What follows belongs to an exercise in optimizing a design on an open flow for small area and a short achievable clock period; a production flow would make more cautious choices. No run shown here included a check of the RTL's function; only the layout flow was run. Power figures rest on the tool's default switching activity, not on a simulated workload.

File: design/flow/flow/run.sh
#!/bin/bash
set -euo pipefail
cts_bufs=$(sed -n 's/^export CTS_BUF_LIST *= *//p' config.mk)
bash standard.sh synth > synth.log 2>&1
bash standard.sh finish \
  BUFFER_PORTS_ARGS="-buffer_cell sky130_fd_sc_hd__buf_1" \
  SKIP_REPAIR_TIE_FANOUT=1 \
  CTS_ARGS="-sink_clustering_enable -repair_clock_nets -dont_use_dummy_load -root_buf sky130_fd_sc_hd__clkbuf_16 -buf_list {$cts_bufs}" \
  > layout.log 2>&1
File: design/flow/standard.sh
#!/bin/bash
# synth_recipe.tcl (not shown) runs the flow's synth.tcl, then flattens the netlist and writes it again
# the make line also repeats each setting of config.mk as NAME=value (left out here)
make -C /OpenROAD-flow-scripts/flow DESIGN_CONFIG=/design/flow/config.mk WORK_HOME=/design/flow/orfs CLKGATE_MAP_FILE= SYNTH_SCRIPT=/design/flow/synth_recipe.tcl "${@:-finish}"
File: design/flow/config.mk
export PLATFORM = sky130hd
export DESIGN_NAME = hft_fpga_low_latency
export DESIGN_NICKNAME = hft_fpga_low_latency
export VERILOG_FILES = /design/flow/design.v
export SDC_FILE = /design/flow/constraint.sdc
export NUM_CORES = 4
export LEC_CHECK = 0
export ABC_AREA = 1
export CAP_MARGIN = 20
export CORE_MARGIN = 2
export CORE_UTILIZATION = 40
export CTS_BUF_LIST = sky130_fd_sc_hd__clkbuf_4 sky130_fd_sc_hd__clkbuf_8
export SETUP_SLACK_MARGIN = 2.22
export SLEW_MARGIN = 20
File: design/flow/constraint.sdc
create_clock -name core_clock -period 4.0 [get_ports {core_clk}]
set_input_delay 0.8000 -clock core_clock [delete_from_list [all_inputs] [get_ports {core_clk}]]
set_output_delay 0.8000 -clock core_clock [all_outputs]
set_load 0.01 [all_outputs]
File: design/flow/design.v
`timescale 1ns / 1ps
module cla_carry #(
    parameter W = 32,
    parameter L = 5          
    ) (
    input wire [W-1:0] g,
    input wire [W-1:0] p,
    output wire c
    );
    wire [W-1:0] gk [0:L];   
    wire [W-1:0] pk [0:L];   
    assign gk[0] = g;
    assign pk[0] = p;
    genvar k, i;
    generate
        for (k = 1; k <= L; k = k + 1) begin : lvl
            for (i = 0; i < (W >> k); i = i + 1) begin : node
                assign gk[k][i] = gk[k-1][2*i+1] | (pk[k-1][2*i+1] & gk[k-1][2*i]);
                assign pk[k][i] = pk[k-1][2*i+1] & pk[k-1][2*i];
            end
            assign gk[k][W-1:(W >> k)] = {(W - (W >> k)){1'b0}};
            assign pk[k][W-1:(W >> k)] = {(W - (W >> k)){1'b0}};
        end
    endgenerate
    assign c = gk[L][0];
endmodule
`timescale 1ns / 1ps
module hft_fpga_low_latency(
    input wire core_clk,
    input wire reset,
    input wire cfg_we,
    input wire [1:0] cfg_addr,
    input wire [31:0] cfg_wdata,
    input wire [63:0] raw_market_data,
    input wire raw_valid,
    output wire [127:0] mg_tx_data,
    output wire mg_tx_valid
    );
    reg [31:0] threshold_n;      
    reg [31:0] risk_min_n;       
    reg [31:0] risk_max_n;       
    wire wr_threshold = reset | (cfg_we & (cfg_addr == 2'd0));
    wire wr_risk_min = reset | (cfg_we & (cfg_addr == 2'd1));
    wire wr_risk_max = reset | (cfg_we & (cfg_addr == 2'd2));
    wire [31:0] wdata_1000_n = reset ? ~32'd1000 : ~cfg_wdata;
    wire [31:0] wdata_5000_n = reset ? ~32'd5000 : ~cfg_wdata;
    always @(posedge core_clk) begin
        if (wr_threshold)
            threshold_n <= wdata_1000_n;
        if (wr_risk_min)
            risk_min_n <= wdata_1000_n;
        if (wr_risk_max)
            risk_max_n <= wdata_5000_n;
    end
    wire [31:0] price = raw_market_data[31:0];
    wire below_threshold;    
    wire below_min;          
    wire above_max;          
    cla_carry #(.W(32), .L(5)) u_cmp_thr (
        .g(~(threshold_n | price)), .p(~(threshold_n & price)), .c(below_threshold));
    cla_carry #(.W(32), .L(5)) u_cmp_min (
        .g(~(risk_min_n | price)), .p(~(risk_min_n & price)), .c(below_min));
    cla_carry #(.W(32), .L(5)) u_cmp_max (
        .g(price & risk_max_n), .p(price | risk_max_n), .c(above_max));
    wire approve = raw_valid && (raw_market_data[63:56] == 8'h01) &&
                   below_threshold && !below_min && !above_max;
    reg [55:0] order_data;
    always @(posedge core_clk) begin
        order_data <= raw_market_data[55:0];
    end
    reg [31:0] order_seq;
    reg order_valid;
    reg order_count;
    wire [31:0] seq_ones_below;
    assign seq_ones_below[0] = 1'b1;
    genvar gi;
    generate
        for (gi = 1; gi < 32; gi = gi + 1) begin : g_ones
            assign seq_ones_below[gi] = &order_seq[gi-1:0];
        end
    endgenerate
    always @(posedge core_clk) begin
        if (reset) begin
            order_seq <= 32'd0;
            order_count <= 1'b0;
        end else begin
            order_seq <= order_seq ^ ({32{order_count}} & seq_ones_below);
            order_count <= approve;
        end
    end
    always @(posedge core_clk or posedge reset) begin
        if (reset)
            order_valid <= 1'b0;
        else
            order_valid <= approve;
    end
    assign mg_tx_data = {order_seq, 8'h01, order_data, 32'h0000_0000};
    assign mg_tx_valid = order_valid;
endmodule
==> results.txt, run 1 <==
The run finished with no timing, DRC or antenna violations. Across all hold checks on the routed design, the worst slack comes to 0.466 ns. The instance count along the most critical hold path came out at 1.

The initial antenna violation count came to 2. The number of instances in the synthesized netlist came out at between 800 and 900. The cell area after layout is approximately 9000 um^2. The cell depth of the worst flop-to-flop path came out at 8. The maximum buffer depth of the clock tree came out at 2. The ratio of final minimum period to clock period came out at 0.431. The endpoint of the most critical register-to-register path is order_seq[22]$_SDFF_PP0_. Summing all placed instances gives a cell area of about 8600 um^2.

The last weighted congestion value of the routability-driven placer came out at just under 0.8. For this design the ratio of total power to cell area is 395 nW/um^2. The number of enable flip-flop cells after synthesis came out at 96. The worst hold path begins at order_seq[16]$_SDFF_PP0_.

The effective utilization at floorplan is 0.404. The die extent in y is 144 um. The adder and majority cell fraction of the synthesized area is 0.00160. The via density per instance is around 4.6. The root buffer cell is clkbuf_16. Among cell families on the critical path, the largest total delay comes from flip-flops. STA classifies the critical path startpoint as a flip-flop. The overall via count from detail_route is about 5900. STA puts the critical path data arrival time at 0.92 ns.

Averaged over all synthesized cells, the footprint is about 9.2 um^2. Across every metal layer, demand over resource in global routing totals 0.164. The number of setup violations in the final report came out at 0. After synthesis, the largest family of logic cells by area is simple AND/OR/NAND/NOR gates. At the worst endpoint, the required time is about 3.2 ns. The number of warnings printed during yosys synthesis came out at 2. The total leakage power is roughly 3.7 nW.

The DRC violation total after the first TritonRoute iteration came out at around 230. The multiplexer share of the synthesized area came out at 0. The insertion delay to the later sink of the worst-skew pair came out at 0.38 ns. Row generation in the floorplan step produced 51 rows. The xor and xnor fraction of the mapped netlist area is 0.00112. The global-route met3 utilization came out at 0.0640. Max-cap violations in this run came to 0.

The shortest clock period the worst path allows after layout came out at 1.72 ns. The final number of hold-violating endpoints was 0. The routed length per placed instance came out at 12.8 um. Among all stages on the critical path, the largest delay is contributed by dfxtp_1. The layout net count is 1116. The remaining antenna violation count after routing came out at 0. The relative area change from synthesis to final layout came out at 15.0%. The remaining global-route overflow is 0. CTS built an H-tree with a depth of 4. The detailed placer's ending HPWL came out at 12000 um. The final worst slack is 2.28 ns.

The pin count of the biggest net entering global routing is 78. The worst supply voltage drop on vdd is 0.000223 V. The number of cells on the critical path came out at 1. The first-pass GRT wire length is 25700 um. The slack of the worst reg-to-reg path came out at 2.42 ns.

The total power of the final layout is 3.55 mW. The count of buffering cells on the critical path with inverters included came out at 1. The die is 144 um wide. TritonCTS built the clock tree.

The first-pass detailed-route iteration total is 4. Setup repair after global routing could not meet its margin everywhere. For this run, the leading register cell type out of synthesis is edfxtp_1. The worst setup path is captured at an output pin.

In this run the critical register-to-register path is launched from order_seq[11]$_SDFF_PP0_. The clock edge transition at the registers on the reported setup and hold paths is around 0.080 ns. The setup path with the least slack is of type reg2out.

Derived from the worst setup path, the maximum achievable clock frequency is about 0.58 GHz. The share of synthesized cell area in and, or, nand and nor gates came out at 0.251. The total die area came out at 20700 um^2. The number of clock buffers inserted by TritonCTS came out at 17.

In this run the worst hold path is classified as reg2reg. In the post-synthesis netlist, the biggest area contributors are edfxtp_1, dfxtp_1, nand2_1. The worst setup timing slack at the placement stage came out at 1.43 ns.

The final instance count without filler cells came out at 1277. Including well taps, the total number of placed cells is 1255. The share of the core filled with cells is 0.465. The share of post-route cells with drive strength above 1 came out at 0.115. The cell area after synthesis came out at between 7000 and 8000 um^2. The worst clock skew came out at 0.0284 ns. Of the synthesized area, sequential elements account for 0.600. The clock net sink count came out at ~190.

The worst hold path terminates at order_seq[16]$_SDFF_PP0_. The max-slew violation count is 0. The net count of the mapped netlist is roughly 950.

The I/O pin count is 231. After routing, the total negative slack on setup checks comes to 0 ns. The quantity of I/O buffers inserted on ports came out at 190. The region available for standard cell placement spans just under 20000 um^2. The critical path's largest stage delay came out at 0.39 ns.

Of all nets on the critical path, the largest fanout is 4. The share of synthesized area in the top cell type comes to 0.369. In the global route stage, met1 resource usage came out at 0.197. Traced cell by cell, the critical path runs through buf_1. The global routing stage identified its most utilized layer as met2.

The complex-gate fraction of the synthesized area is 0.0682. The met2 capacity usage during global routing is 0.272. The detailed-route wire length came out at 16400 um. Summed over all instances, the cell type with the most area after synthesis is edfxtp_1. The remaining routing DRC violations came out at 0. The share of flip-flops with an asynchronous set or reset is 0.00538. The synthesized flop and latch total is between 150 and 200. The number of global-route vias before repair is between 5000 and 6000.

After synthesis, the netlist uses 42 different library cells.
[power by group]
group          switching, mW  internal [mW]
clock                  0.552          0.403
sequential            0.0500           2.14
combinational          0.269          0.140
total                  0.871           2.68
[synth_stat cells (all sizes together), types with 2 or more instances]
master  count
nor2      121
a21oi      38
nor3       10
o22ai       9
o22a        4
nand3      34
dfxtp      89
nand4      10
a31oi       5
inv        61
nor2b       2
o211ai      3
buf        42
clkbuf     11
edfxtp     96
nand2     252
o21ai      35
or2        17
conb        2
nand3b      2
o21a        2
[cells by family (layout without fill, tap and decap cells)]
kind of cell	count (synthesis)	count (layout)
buffers and inverters	114	274
XOR/XNOR	1	1
AO/OA/AOI/OAI	97	97
adder cells (fa/ha/maj)	1	1
AND/OR/NAND/NOR	450	450
other	2	3
flip-flops	186	186
[final cells by class]
cell class	instances	area, um^2
inverters	61	254
multi-input cells	551	2620
well taps	265	332
diodes	1	2.50
clock buffers	17	245
fillers	1880	10300
repair buffers	196	825
flip-flops and latches	186	4710
[registers in the layout, summed over array words and instances, names as in the netlist]
| register | count |
|---|---|
| order_count | 1 |
| order_data | 56 |
| order_seq | 32 |
| order_valid | 1 |
| risk_max_n | 32 |
| risk_min_n | 32 |
| threshold_n | 32 |
[how the worst max path moves through the flow]
stage                                   from                   endpoint
floorplan                        cfg_addr[1]   threshold_n[0]$_DFFE_PP_
global placement                       reset   threshold_n[8]$_DFFE_PP_
detailed placement                     reset   threshold_n[8]$_DFFE_PP_
CTS                                    reset  threshold_n[17]$_DFFE_PP_
global route              raw_market_data[5]     order_count$_SDFF_PP0_
finish              order_seq[26]$_SDFF_PP0_            mg_tx_data[122]
[placed cells by master (no fill, tap or decap), drive strengths merged, types with 2 or more instances in the layout]
master and count:
clkbuf 40, nand4 10, conb 2, nor2b 2, o22ai 9, nor2 121
o211ai 3, inv 61, or2 17, buf 173, nor3 10, edfxtp 96
a21oi 38, nand3 34, o21ai 35, nand3b 2, o21a 2, o22a 4
a31oi 5, nand2 252, dfxtp 89
[per-layer routing]
layer / up-vias / share of wire
met5: - / 0.00067
met4: 2 / 0.0069
met3: 11 / 0.078
met2: 168 / 0.47
met1: 2627 / 0.44
li1: 3068 / -
[repair_timing]
action	4_1_cts	5_1_grt
setup buffers	3	1
pin swaps	1	3
hold buffers	0	0
gates resized for setup	21	52
hold endpoints to repair	0	0
endpoints found under the setup margin	125	67
==> run 2, diff against run 1 <==
--- a/design/flow/config.mk
+++ b/design/flow/config.mk
@@ -10,5 +10,5 @@
 export CORE_MARGIN = 2
 export CORE_UTILIZATION = 40
 export CTS_BUF_LIST = sky130_fd_sc_hd__clkbuf_4 sky130_fd_sc_hd__clkbuf_8
-export SETUP_SLACK_MARGIN = 2.22
+export SETUP_SLACK_MARGIN = 2.2
 export SLEW_MARGIN = 20
==> results.txt, run 2 <==
The last weighted congestion value of the routability-driven placer came out at between 0.8 and 0.9. The detailed-route wire length is 16300 um. The worst clock skew came out at 0.0344 ns. In the final layout, the share of cells above drive strength 1 is 0.108.

The shortest clock period the worst path allows after layout is 1.75 ns. The post-placement cell area came out at 8550 um^2. The first-pass detailed-route iteration total is 4. The main combinational cell family by area after synthesis is simple AND/OR/NAND/NOR gates. In the layout the commonest cells are nand2_1, buf_1, nor2_1. The hold buffer count at CTS is 0. The number of cell rows came out at 51.

The top-area cell type share of the netlist area came out at 0.369. The relative area change from synthesis to final layout came out at 15.1%. The routed length per placed instance came out at 12.8 um.

The final number of hold-violating endpoints came out at 0. The max-cap check violation count is 0. The adder and majority cell fraction of the synthesized area is 0.00160.

Leaving out fill and tap cells, the most frequent cell in the layout is nand2_1. The Yosys step of the flow raised 2 warnings. The multiplexer share of the synthesized area is 0. The repair_antennas step left the layout with diodes totalling 0.

The instance count along the most critical hold path came out at 2. The total leakage power is around 3.7 nW. The transition time at the pin with the least slew margin came out at 0.508 ns. The maximum net fanout on the critical path is 4.

For this run, the leading register cell type out of synthesis is edfxtp_1. The pin count of the biggest net entering global routing is 78. The worst supply voltage drop on vdd is between 0.0002 and 0.00025 V. The power per standard cell area came out at between 300 and 400 nW/um^2. The cell depth of the worst flop-to-flop path is 9.

Of the total synthesized cell area, the portion taken by XOR and XNOR cells is 0.00112. Setup repair after global routing could not meet its margin everywhere. The die extent in y came out at between 100 and 150 um. Of the synthesized area, sequential elements account for 0.600. The layout net count is around 1100. The H-tree level count came out at 4.

After clock tree synthesis, the clock-pin slew on the worst setup and hold paths is 0.08 ns. The max-slew violation count came out at 0. The net count of the mapped netlist is 954. The initial antenna violation count came out at 1. The effective utilization at floorplan came out at 0.404.

The flow ran to the end and the layout has no timing, DRC or antenna violations. The critical-path cell with the highest stage delay is dfxtp_2. The die boundary width came out at 144 um. The first-pass GRT wire length is 25400 um. Summing over every cut layer, the via total after detailed routing is 5803. The signal on the critical path passes through buf_1.

TritonCTS built the clock tree. The number of setup violations in the final report came out at 0. The number of global-route vias before repair came out at 5172. The worst setup path is of the reg2out kind.

The per-instance average area after synthesis is about 9.2 um^2. The cell type with the highest aggregate area in the netlist is edfxtp_1. The global-route usage over all layers came out at 0.161.

The total negative slack for setup checks is 0 ns. The detailed router finished its first iteration with 234 violations. The number of enable flip-flop cells after synthesis is 96. By area the synthesized netlist is led by edfxtp_1, dfxtp_1, nand2_1. The maximum clock frequency came out at 0.572 GHz. The total die area is 20700 um^2.

The commonest cells after synthesis are nand2_1, nor2_1, edfxtp_1. The worst min-delay path category is reg2reg. The detail route stage leaves a number of antenna-violating nets equal to 0. The share of synthesized cell area in and, or, nand and nor gates is 0.251.

The critical path's largest stage delay came out at between 0.3 and 0.4 ns. The clock net sink count came out at 186. The total power of the final layout came out at 3.56 mW. Ranked by flip-flop count, first place goes to order_data.

Data on the critical path is required at its endpoint by 3.20 ns. In this run the cell area of the synthesized design comes to 7820 um^2. The insertion delay to the later sink of the worst-skew pair is 0.38 ns. The complex-gate fraction of the synthesized area came to 0.0682. After detailed routing, the number of vias per cell comes to 4.53. The count of buffering cells on the critical path with inverters included came out at 1.

The cell area after layout came out at between 8000 and 9000 um^2. Synthesis inferred approximately 190 register bits. roughly 230 I/O pins were placed. The number of instances in the synthesized netlist is approximately 850. The flip-flop count of the largest register after layout is 56. The number of clock buffers inserted by TritonCTS came out at 17. The placeable core area is between 15000 and 20000 um^2.

The number of cells on the critical path came out at 1. The filler cells instantiated in the layout total ~1900. The quantity of I/O buffers inserted on ports came out at 190. The max-slew headroom at the worst pin is 0.661. In this run, distinct cell masters in the synthesized netlist total 42.

The remaining global-route overflow came out at 0. The maximum buffer depth of the clock tree came out at 2. Summed over all nets, the half-perimeter wirelength after detailed placement is 11900 um.

The type of element capturing the critical path is an output pin. The share of flip-flops with an asynchronous set or reset is 0.00538. The root buffer cell is clkbuf_16. The ratio of final minimum period to clock period is 0.437.

The kind of cell with the highest combined delay along the critical path is flip-flops. The arrival time reported for the critical path endpoint came out at 0.95 ns. The kind of start point of the critical path is a flip-flop. Among all cell types in the netlist, the one instantiated most often is nand2_1. The remaining routing DRC violations is 0.
run 2: cell counts after synthesis:
No cell type changed its count.
run 2: worst paths after layout:
| check | startpoint | to | slack, ns |
|---|---|---|---|
| worst max-delay path | order_seq[8]$_SDFF_PP0_ | mg_tx_data[104] | 2.25 |
| worst min-delay path | order_seq[18]$_SDFF_PP0_ | order_seq[18]$_SDFF_PP0_ | 0.48 |
| worst max register to register | order_seq[7]$_SDFF_PP0_ | order_seq[29]$_SDFF_PP0_ | 2.31 |
| worst min register to register | order_seq[18]$_SDFF_PP0_ | order_seq[18]$_SDFF_PP0_ | 0.48 |
| max in group asynchronous | reset | order_valid$_DFF_PP0_ | 3.14 |
| min in group asynchronous | reset | order_valid$_DFF_PP0_ | 0.55 |
run 2: where the power goes:
| group | internal, mW | total (mW) | switching, mW |
|---|---|---|---|
| Sequential | 2.14 | 2.19 | 0.0504 |
| Clock | 0.403 | 0.959 | 0.556 |
| Combinational | 0.141 | 0.407 | 0.266 |
run 2: per-stage QoR:
stage,utilization,setup WS [ns],hold slack [ns],cells
CTS,0.457,2.20,0.476,1274
floorplan,-,2.11,0.489,851
global placement,0.442,1.63,0.464,1255
global route,0.465,2.18,0.468,1281
finish,0.465,2.25,0.476,1281
detailed placement,0.442,1.62,0.468,1255
run 2: area by class of cell:
cell class,count,area [um^2],share of cell area
clock buffer,17,245,0.0273
inverter,61,249,0.0277
multi-input combinational,551,2620,0.292
sequential,186,4700,0.523
tap,265,332,0.0369
timing repair buffer,201,843,0.0937
run 2: what timing repair did:
action                                  in CTS  in global routing
cloned                                       0                  0
endpoints found under the setup margin      39                 46
setup buffers                                2                  7
resized for setup                           13                 47
pin swaps                                    1                 14
run 2: cells by family (layout without fill, tap and decap cells):
kind of cell / Yosys count / in the layout
other: 2 / 2
AOI/OAI and AO/OA: 97 / 97
xor gates and xnor gates: 1 / 1
DFF: 186 / 186
adders and majority gates: 1 / 1
and+or+nand+nor: 450 / 450
buffers and inverters: 114 / 279
run 2: layer usage:
layer,global-route usage,share of wire,up-vias
met4,0.0439,0.0096,2
met1,0.206,0.45,2571
met2,0.264,0.47,152
met3,0.0506,0.070,12
li1,-,-,3066
met5,0,0.00067,-

-- re-timing with driven ports --
Ports are ideal in the flow. The routed layouts listed here were re-timed in OpenROAD.
Step 1 (the two cells are an assumption about what drives the block):
set clk [get_ports {core_clk}]
set_driving_cell -lib_cell sky130_fd_sc_hd__clkbuf_16 $clk
set_driving_cell -lib_cell sky130_fd_sc_hd__buf_2 [delete_from_list [all_inputs] $clk]
Step 2 times the ports against the registers' clock, not the clock port: input delays grow and output delays shrink by t, the midpoint of the rising clock arrivals with the driver on.
a / b / c = ideal / step 1 / step 2; a / b = the first two.
run	shift t [ns]	setup slack, ns	latest minus earliest clock arrival (ns)	worst slew at a driven data input, ns
run 1	0.410	2.275 / 2.231 / 1.891	0.030 / 0.029	0.07
run 2	0.410	2.251 / 2.206 / 1.869	0.037 / 0.037	0.07
After both steps every run listed still meets setup and hold. The setup slack of run 1, which loses most, moves by -0.044 ns with the drivers and by -0.384 ns with both steps.
